Source: an optimization exercise on an open RTL-to-GDS flow (aim: small area, a short achievable clock period and few clock cycles). Production flows keep margins and buffers that such runs may drop.
At most, simulation tests tie the RTL to the original design; equivalence was not proved.

// CORDIC
module CORDIC #(parameter integer W = 32)
(
    input wire clk,
    input wire start,
    input wire signed [31:0] x,
    input wire signed [31:0] y,
    output wire signed [W-1:0]phi,
    output wire done
);
Size: about 2900 cells after synthesis.
clock: 7.5 ns
lec_check: 0
abc_area: 1
cap_margin: 20
core_margin: 2
core_utilization: 40
setup_slack_margin: 4.2
slew_margin: 20
synth_hierarchical: 1
synth_minimum_keep_size: 0
run.sh (not shown) runs the stock make flow with config.mk's settings and CLKGATE_MAP_FILE= SYNTH_SCRIPT=/design/flow/synth_recipe.tcl, a recipe that flattens the netlist after the stock synthesis.
Then changed:
--- a/flow/config.mk
+++ b/flow/config.mk
@@ -12 +12 @@
-export SETUP_SLACK_MARGIN = 4.2
+export SETUP_SLACK_MARGIN = 4.3
=> Cell count rose by about 0.46%. Global-route usage rose by 0.27 points. Count of clock-buffer cells in the layout is unchanged.
Then changed:
--- a/flow/config.mk
+++ b/flow/config.mk
@@ -12 +12 @@
-export SETUP_SLACK_MARGIN = 4.3
+export SETUP_SLACK_MARGIN = 4
What happened: Routed wire length falls by 4.1%. Worst setup slack degrades by 240 ps.
Function was not checked in any run of this note: the RTL went through the layout flow alone.

========
main:
CORDIC, a different RTL version from the one above (not shown whole).
Size in the first run: about 99 I/O pins, about 15,000 sq um of cells after synthesis.
clock: 7.5 ns
lec_check: 0
abc_area: 1
cap_margin: 20
core_margin: 2
core_utilization: 40
setup_slack_margin: 4.2
slew_margin: 20
synth_hierarchical: 1
synth_minimum_keep_size: 0
main went all the way through synthesis, placement and routing and the layout is clean on timing, DRC and antenna.
### main -> the feature branch
# main
export LEC_CHECK = 0
export ABC_AREA = 1
export CAP_MARGIN = 20
export CORE_MARGIN = 2
export CORE_UTILIZATION = 40
export SETUP_SLACK_MARGIN = 4.2
export SLEW_MARGIN = 20
export SYNTH_HIERARCHICAL = 1
export SYNTH_MINIMUM_KEEP_SIZE = 0
create_clock -name core_clock -period 7.5 [get_ports {clk}]
# the feature branch
export LEC_CHECK = 0
export ABC_AREA = 1
export CAP_MARGIN = 20
export CORE_MARGIN = 2
export CORE_UTILIZATION = 40
export SETUP_SLACK_MARGIN = 4
export SLEW_MARGIN = 20
export SYNTH_HIERARCHICAL = 1
export SYNTH_MINIMUM_KEEP_SIZE = 0
create_clock -name core_clock -period 7.5 [get_ports {clk}]
--- outcome ---
No stage failed in the feature branch, and the final checks on the layout all came back clean. Changes observed in the feature branch relative to main: synthesis-to-finish area growth fell 3.4 points, final critical-path setup slack fell 60 ps, fraction of area in multi-input gates rose 1.1 points, final cell count fell 30.
No run of this note included a check of the RTL's function; only the layout flow was run.

========
Another version of the RTL of CORDIC (not shown whole).
For scale: roughly 1,800 cells after synthesis, about 0.014 sq mm of cells after synthesis.
==> flow/config.mk <==
export PLATFORM = sky130hd
export DESIGN_NAME = CORDIC
export DESIGN_NICKNAME = CORDIC
export VERILOG_FILES = /design/flow/design.v
export SDC_FILE = /design/flow/constraint.sdc
export NUM_CORES = 4
export LEC_CHECK = 0
export CAP_MARGIN = 20
export CORE_MARGIN = 2
export CORE_UTILIZATION = 40
export SETUP_SLACK_MARGIN = 0
export SLEW_MARGIN = 20
==> flow/constraint.sdc <==
create_clock -name core_clock -period 7.5 [get_ports {clk}]
set_input_delay 1.5000 -clock core_clock [delete_from_list [all_inputs] [get_ports {clk}]]
set_output_delay 1.5000 -clock core_clock [all_outputs]
set_load 0.01 [all_outputs]
The starting point ran to the end with no violations.
Rerun with:
--- a/flow/config.mk
+++ b/flow/config.mk
@@ -11 +11 @@
-export SETUP_SLACK_MARGIN = 0
+export SETUP_SLACK_MARGIN = 3
Via count went up by 7.3%.
Non-clock buffer count went up by 108.
Global-route usage went up by 0.86 points.
Final area went up by 12%.
Wire length went up by 8.5%.
No run of this note included a check of the RTL's function; only the layout flow was run.

========
== violet ==
CORDIC, a different RTL version from the one above (not shown whole).
Size in the first run: roughly 3000 cells after synthesis, ~99 I/O pins, about 0.016 mm² of cells after synthesis.
clock: 7.5 ns
lec_check: 0
abc_area: 1
cap_margin: 20
core_margin: 2
core_utilization: 40
setup_slack_margin: 4.2
slew_margin: 20
synth_hierarchical: 1
synth_minimum_keep_size: 0
Testbench counts of violet, summed over its fixed seeds: cycles 22,400.
Input changes introduced in yarrow (baseline for comparison: violet):
- a change of SETUP_SLACK_MARGIN from 4.2 to 4
- a change of CORE_UTILIZATION from 40 to 50
==> run summary <==
Compare violet and yarrow | routed length on met1 lower: yarrow
yarrow has sequential share of layout area above what violet had.
The multi-input combinational area share in yarrow sits 1.8 points above the value recorded for violet.
Comparing violet and yarrow, the lower clock buffer count was measured on violet.
Between violet and yarrow, the area of the multi-input gates is higher for violet.
When yarrow is set beside violet, its post-synthesis to final-layout area growth turns out to be 6.3 points smaller.
The run showing the greater worst path setup slack after routing is violet.
On logic depth of the worst path, buffers included: between violet and yarrow, it ends up higher for yarrow.
Register-to-register setup slack on yarrow is behind violet.
Design area shrinks by a few percent when moving from violet to yarrow.
[inputs] lagoon vs yarrow
- CORE_UTILIZATION changed from 50 to 40
- PLACE_DENSITY newly set to 0.75
==> comparison <==
The non-clock buffer count in the final layout in lagoon sits about 4.3% above the value recorded for yarrow. Standard-cell row count (yarrow / lagoon): 0.889. The setup slack in lagoon sits 0.027 ns above the value recorded for yarrow.
## Diff of input files: garnet against lagoon
- PLACE_DENSITY: 0.75 -> unset
- SETUP_SLACK_MARGIN: 4 -> 4.35
### Flow results
- lagoon -> garnet: total grt overflow delta 0, exact match
- For garnet, the termination of the worst setup path was phi[19], unlike lagoon, where it was phi[27].
- Lower number of global-route vias before repair among garnet and lagoon: lagoon
- Comparing garnet and lagoon, the lower non-clock buffer count was measured on lagoon.
#### Input delta (onyx over garnet)
- SETUP_SLACK_MARGIN: 4.35 -> 4
--- outcome ---
- Between onyx and garnet, the layout buffering overhead excluding clock cells is lower for onyx.
- Row sequential share of layout area: onyx higher / garnet lower
- Summary of the comparison: maximum clock frequency is lower in onyx, relative to garnet.
- Destination of the critical timing path: phi[11] -> onyx, phi[19] -> garnet
- Taking garnet as the reference, in onyx portion of the clock cycle consumed by the worst path in the final layout higher, global router's overall resource usage lower, height of the chip roughly the same.

========
== before ==
Another version of the RTL of CORDIC (not shown whole).
For scale: roughly 100 flip-flops, roughly 99 I/O pins, about 0.015 mm2 of cells after synthesis.
Design CORDIC, start of the top module:
module CORDIC #(parameter integer W = 32)
(
    input wire clk,
    input wire start,
    input wire signed [31:0] x,
    input wire signed [31:0] y,
    output wire signed [W-1:0]phi,
    output wire done
);
reg [31:0] xr;
reg [31:0] yr;
reg [31:0] z;
reg [4:0] cnt;
reg dn;
reg b27;
wire d = yr[31];
wire [31:0] xs, ys, xn, yn, zn;
cordic_shr u_shx (.a(yr), .s(cnt), .o(xs));
cordic_shr u_shy (.a(xr), .s(cnt), .o(ys));
cordic_addsub u_addx (.a(xr), .b(xs), .inv(d), .o(xn));
cordic_addsub u_addy (.a(yr), .b(ys), .inv(~d), .o(yn));
wire [31:0] atab =
    ({32{cnt == 5'd0}} & 32'h6487ed52) |
    ({32{cnt == 5'd1}} & 32'h3b58ce0a) |
    ({32{cnt == 5'd2}} & 32'h1f5b75fa) |
    ({32{cnt == 5'd3}} & 32'h0feadd4e) |
    ({32{cnt == 5'd4}} & 32'h07fd56ee) |
    ({32{cnt == 5'd5}} & 32'h03ffaab8) |
    ({32{cnt == 5'd6}} & 32'h01fff556) |
    ({32{cnt == 5'd7}} & 32'h00fffeaa) |
    ({32{cnt == 5'd8}} & 32'h007fffd6) |
    ({32{cnt == 5'd9}} & 32'h003ffffa) |
    ({32{cnt == 5'd10}} & 32'h00200000) |
    ({32{cnt == 5'd11}} & 32'h00100000) |
    ({32{cnt == 5'd12}} & 32'h00080000) |
    ({32{cnt == 5'd13}} & 32'h00040000) |
    ({32{cnt == 5'd14}} & 32'h00020000) |
    ({32{cnt == 5'd15}} & 32'h00010000) |
    ({32{cnt == 5'd16}} & 32'h00008000) |
    ({32{cnt == 5'd17}} & 32'h00004000) |
    ({32{cnt == 5'd18}} & 32'h00002000) |
    ({32{cnt == 5'd19}} & 32'h00001000) |
    ({32{cnt == 5'd20}} & 32'h00000800) |
    ({32{cnt == 5'd21}} & 32'h00000400) |
  ...
Settings: LEC_CHECK=0, ABC_AREA=1, CAP_MARGIN=20, CORE_MARGIN=2, CORE_UTILIZATION=40, SETUP_SLACK_MARGIN=4, SLEW_MARGIN=20, SYNTH_HIERARCHICAL=1, SYNTH_MINIMUM_KEEP_SIZE=0; clock period 7.5 ns.
before has completed all stages; timing, DRC and antenna checks passed.
Testbench counts of before, summed over its fixed seeds: cycles 22,400.
The following lists how after was set up differently from before:
# before
export LEC_CHECK = 0
export ABC_AREA = 1
export CAP_MARGIN = 20
export CORE_MARGIN = 2
export CORE_UTILIZATION = 40
export SETUP_SLACK_MARGIN = 4
export SLEW_MARGIN = 20
export SYNTH_HIERARCHICAL = 1
export SYNTH_MINIMUM_KEEP_SIZE = 0
create_clock -name core_clock -period 7.5 [get_ports {clk}]
# after
export LEC_CHECK = 0
export ABC_AREA = 0
export CAP_MARGIN = 20
export CORE_MARGIN = 2
export CORE_UTILIZATION = 40
export SETUP_SLACK_MARGIN = 4
export SLEW_MARGIN = 20
export SYNTH_HIERARCHICAL = 1
export SYNTH_MINIMUM_KEEP_SIZE = 0
create_clock -name core_clock -period 7.5 [get_ports {clk}]
--- outcome ---
Compared with before, in after design area decreased about 8%, multi-input logic portion of the cell area moved up. after against before: die area moved down; length in cells of the worst reg-to-reg path shrank by 8; wire length of the first global-routing pass moved down. Core utilization in after vs before: down 1.2 points. multiplexers as the dominant combinational cell family by area after synthesis was reported by after, and simple AND/OR/NAND/NOR gates by before.

========
CORDIC, a different RTL version from the one above (not shown whole).
Size: ~99 I/O pins, roughly 15,000 um2 of cells after synthesis.
Settings: LEC_CHECK=0, ABC_AREA=1, CAP_MARGIN=20, CORE_MARGIN=2, CORE_UTILIZATION=40, SETUP_SLACK_MARGIN=4.25, SLEW_MARGIN=20, SYNTH_HIERARCHICAL=1, SYNTH_MINIMUM_KEEP_SIZE=0; clock period 7.5 ns.
Testbench counts at the start, summed over its fixed seeds: cycles 22,400.
Then changed:
Settings changed: SETUP_SLACK_MARGIN 4.25 to 4.15.
Maximum frequency drops by about 3.4%.
Wire length drops by 1.3%.
Final cell count barely changes.
Clock skew barely changes.
Count of clock-buffer cells in the layout is unchanged.
Then changed:
Settings changed: CORE_UTILIZATION 40 to 45, SETUP_SLACK_MARGIN 4.15 to 4.
=> Final cell count shrinks by 1.4%. Synthesized cell count does not change. Routed wire length shrinks by 4.0%. Die area shrinks by 11%. Critical path depth grows by 5. Synthesized area does not change.
Then changed:
Settings changed: CORE_UTILIZATION 45 to 40, SETUP_SLACK_MARGIN 4 to 4.2.
Design area goes up by 2.7%.
Fmax goes up by 5.7%.
Die area climbs by 12%.
Sequential cell count stays the same.
Non-clock buffer count rises by 21.
Cell count came out higher by 1.4%.
Worst hold slack is better by 28 ps.
Register-to-register slack improved by 150 ps.

========
Starting RTL as in the previous note.
make LEC_CHECK=0 ABC_AREA=1 CAP_MARGIN=20 CORE_MARGIN=2 CORE_UTILIZATION=40 SETUP_SLACK_MARGIN=4.1 SLEW_MARGIN=20 SYNTH_HIERARCHICAL=1 SYNTH_MINIMUM_KEEP_SIZE=0 finish   # period 7.5 ns
The baseline ran to the end with no violations.
Testbench counts at the start, summed over its fixed seeds: cycles 22,400.
Edit:
CORE_UTILIZATION = 35   (was 40)
SETUP_SLACK_MARGIN = 4.2   (was 4.1)
The changed run produced a clean layout.
Area after synthesis is unchanged.
Sequential share of layout area fell by 0.26 points.
Edit:
CORE_UTILIZATION = 40   (was 35)
SETUP_SLACK_MARGIN = 3.9   (was 4.2)
- die area fell by 12%
- cell area fell by 4.1%
- clock skew shrinks by 0.0055 ns
- utilization climbs by 4.1 points
- worst setup slack got worse by 0.23 ns
- hold slack improved by 0.014 ns
- via count shrinks by 2.8%
- final cell count shrinks by about 3.3%
Edit:
SETUP_SLACK_MARGIN = 4.3   (was 3.9)
Effect: Non-clock buffer count goes up by 59. Routed wire length climbs by 6.5%. Worst setup slack improves by 0.33 ns. Global-route usage goes up by 0.50 points. Die area does not change. Final area went up by 7.0%. Area after synthesis does not change. Sequential cell count is unchanged. Core utilization went up by 3.2 points. Clock-buffer cell count stays the same.
Edit:
SETUP_SLACK_MARGIN = 4   (was 4.3)
What happened:
- utilization is lower by 3.0 points
- routed wire length is lower by about 6%
- cell area is lower by about 6%
- worst hold slack gains 0.018 ns
- non-clock buffer count is lower by 58
- setup slack loses 0.23 ns

========
job 4368:
Another version of the RTL of CORDIC (not shown whole).
For scale: about 3000 cells after synthesis, ~99 I/O pins, roughly 0.016 mm2 of cells after synthesis.
==> flow/design.v (excerpt) <==
module CORDIC #(parameter integer W = 32)
(
    input wire clk,
    input wire start,
    input wire signed [31:0] x,
    input wire signed [31:0] y,
    output wire signed [W-1:0]phi,
    output wire done
);
reg [31:0] xr;
reg [31:0] yr;
reg [31:0] z;
reg [4:0] cnt;
reg dn;
reg [0:0] b27;   
reg [1:0] c0;
wire d = yr[31];
wire [31:0] xs, ys, xn, yn, zn;
cordic_shr u_shx (.a(yr), .s({cnt[4:1], c0[0]}), .o(xs));
cordic_shr u_shy (.a(xr), .s({cnt[4:1], ~c0[1]}), .o(ys));
cordic_addsub u_addx (.a(xr), .b(xs), .inv(d), .o(xn));
cordic_addsub u_addy (.a(yr), .b(ys), .inv(~d), .o(yn));
wire [31:0] za;
cordic_ztab u_tab (.i(cnt), .d(d), .dn(dn), .o(za));
cordic_add u_addz (.a(z), .b(za), .o(zn));
cordic_fin u_fin (.a(z), .b(b27), .o(phi));
assign done = dn;
always @(posedge clk) begin
    if (start) begin
        xr  <= x;
        yr  <= y;
        z   <= 32'h906dfdfb;
    end else begin
        xr  <= xn;
        yr  <= yn;
        z   <= zn;
    end
    if (start) begin
        cnt <= 5'd0;
        dn  <= 1'b0;
        c0[0] <= 1'b0;
        c0[1] <= 1'b1;
    end else if (!dn) begin
        cnt <= cnt + 5'd1;
        dn  <= (cnt == 5'd26);
        b27 <= {~yn[31]};
        c0[0] <= ~c0[0];
        c0[1] <= ~c0[1];
    end
end
endmodule
make LEC_CHECK=0 ABC_AREA=1 CAP_MARGIN=20 CORE_MARGIN=2 CORE_UTILIZATION=40 SETUP_SLACK_MARGIN=3.8 SLEW_MARGIN=20 SYNTH_HIERARCHICAL=1 SYNTH_MINIMUM_KEEP_SIZE=0 finish   # period 7.5 ns
Job 4368: all stages complete, timing, DRC and antenna checks passed
### job 4368 -> job 8662
- SETUP_SLACK_MARGIN changed from 3.8 to 4
==> flow/flow/run.sh (new file) <==
#!/bin/bash
# The standard layout, with ORFS's power recovery (downsizing of cells on
# paths with positive slack) enabled after the global-route timing repair.
set -euo pipefail
bash standard.sh RECOVER_POWER=100 finish > flow_standard.log 2>&1
==> flow/standard.sh (new file) <==
#!/bin/bash
# synth_recipe.tcl (not shown) runs the flow's synth.tcl, then flattens the netlist and writes it again
# the make line also repeats each setting of config.mk as NAME=value (left out here)
make -C /OpenROAD-flow-scripts/flow DESIGN_CONFIG=/design/flow/config.mk WORK_HOME=/design/flow/orfs CLKGATE_MAP_FILE= SYNTH_SCRIPT=/design/flow/synth_recipe.tcl "${@:-finish}"
removed: flow/run.sh
Diff job 8662 and job 4368: final clock period utilization by the worst path lower in job 4368
Changes observed in job 8662 relative to job 4368: summed area of non-filler cells in the final layout shows an increase of about 1.7%; core utilization up 0.75 points; first-pass GRT wire length grew by 570 um; data arrival time of the critical path rose 2.43 ns.
Although it ran to completion, job 8662 produced a layout that fails the final checks because of max-capacitance violations, max-slew violations.
Summary of job 8662 over job 4368: post-route worst setup slack moved down, sequential share of layout area level, wire length after detailed routing moved up.
No run of this note included a check of the RTL's function; only the layout flow was run.

-- port drivers added, routing unchanged --
The flow's constraints put no driver on any port. The routed layouts listed below were extracted and timed again, unchanged, in two steps.
Step 1 sets driving cells, clkbuf_16 on the clock port and buf_2 on the other inputs (assumed; they add their load-dependent delay and slew).
Step 2, shift: input delay + t, output delay - t, t = (earliest + latest rising clock arrival at the registers) / 2. This alone moves slack from input paths to output paths.
a / b / c = no drivers / after step 1 / after step 2; a / b = the first two.
run	shift t [ns]	setup WS [ns]	worst setup path after step 2	latest minus earliest clock arrival (ns)	cell pins on the clock port's net
the first run of note 1	0.451	4.273 / 4.216 / 4.091	input to register	0.011 / 0.011	1
the second run of note 1	0.453	4.304 / 4.244 / 4.232	input to register	0.012 / 0.011	1
the third run of note 1	0.453	4.060 / 4.001 / 4.100	input to register	0.011 / 0.011	1
main	0.449	4.136 / 4.079 / 4.214	input to register	0.009 / 0.009	1
the feature branch	0.448	4.076 / 4.020 / 4.184	register to register	0.012 / 0.012	1
the first run of note 3	0.508	1.442 / 1.442 / 1.442	register to register	0.016 / 0.016	1
the second run of note 3	0.503	2.668 / 2.668 / 2.668	register to register	0.020 / 0.020	1
violet	0.444	4.233 / 4.182 / 4.352	register to register	0.023 / 0.023	1
yarrow	0.446	4.095 / 4.040 / 4.169	register to register	0.009 / 0.008	1
lagoon	0.442	4.122 / 4.069 / 4.149	register to register	0.020 / 0.020	1
garnet	0.444	4.309 / 4.257 / 4.422	register to register	0.017 / 0.017	1
onyx	0.441	4.097 / 4.046 / 4.276	register to register	0.019 / 0.019	1
before	0.446	3.863 / 3.863 / 3.863	register to register	0.021 / 0.020	1
after	0.432	2.969 / 2.969 / 2.969	register to register	0.011 / 0.011	1
the first run of note 6	0.440	4.299 / 4.248 / 3.887	input to register	0.015 / 0.015	1
the second run of note 6	0.442	4.187 / 4.136 / 3.924	input to register	0.016 / 0.016	1
the third run of note 6	0.438	4.079 / 4.024 / 4.206	register to register	0.009 / 0.008	1
the fourth run of note 6	0.442	4.263 / 4.208 / 3.920	input to register	0.015 / 0.014	1
the first run of note 7	0.439	4.173 / 4.123 / 3.898	input to register	0.017 / 0.017	1
the second run of note 7	0.466	4.204 / 4.146 / 4.126	input to register	0.021 / 0.021	1
the third run of note 7	0.442	3.973 / 3.921 / 3.705	input to register	0.016 / 0.015	1
the fourth run of note 7	0.444	4.307 / 4.255 / 4.065	input to register	0.017 / 0.017	1
the fifth run of note 7	0.443	4.078 / 4.027 / 3.904	input to register	0.016 / 0.017	1
job 4368	0.450	3.860 / 3.806 / 4.082	register to register	0.022 / 0.023	1
job 8662	0.454	3.272 / 3.261 / 3.272	register to register	0.024 / 0.023	1
The setup slack of the first run of note 6, which loses most, moves by -0.051 ns with the drivers and by -0.412 ns with both steps.
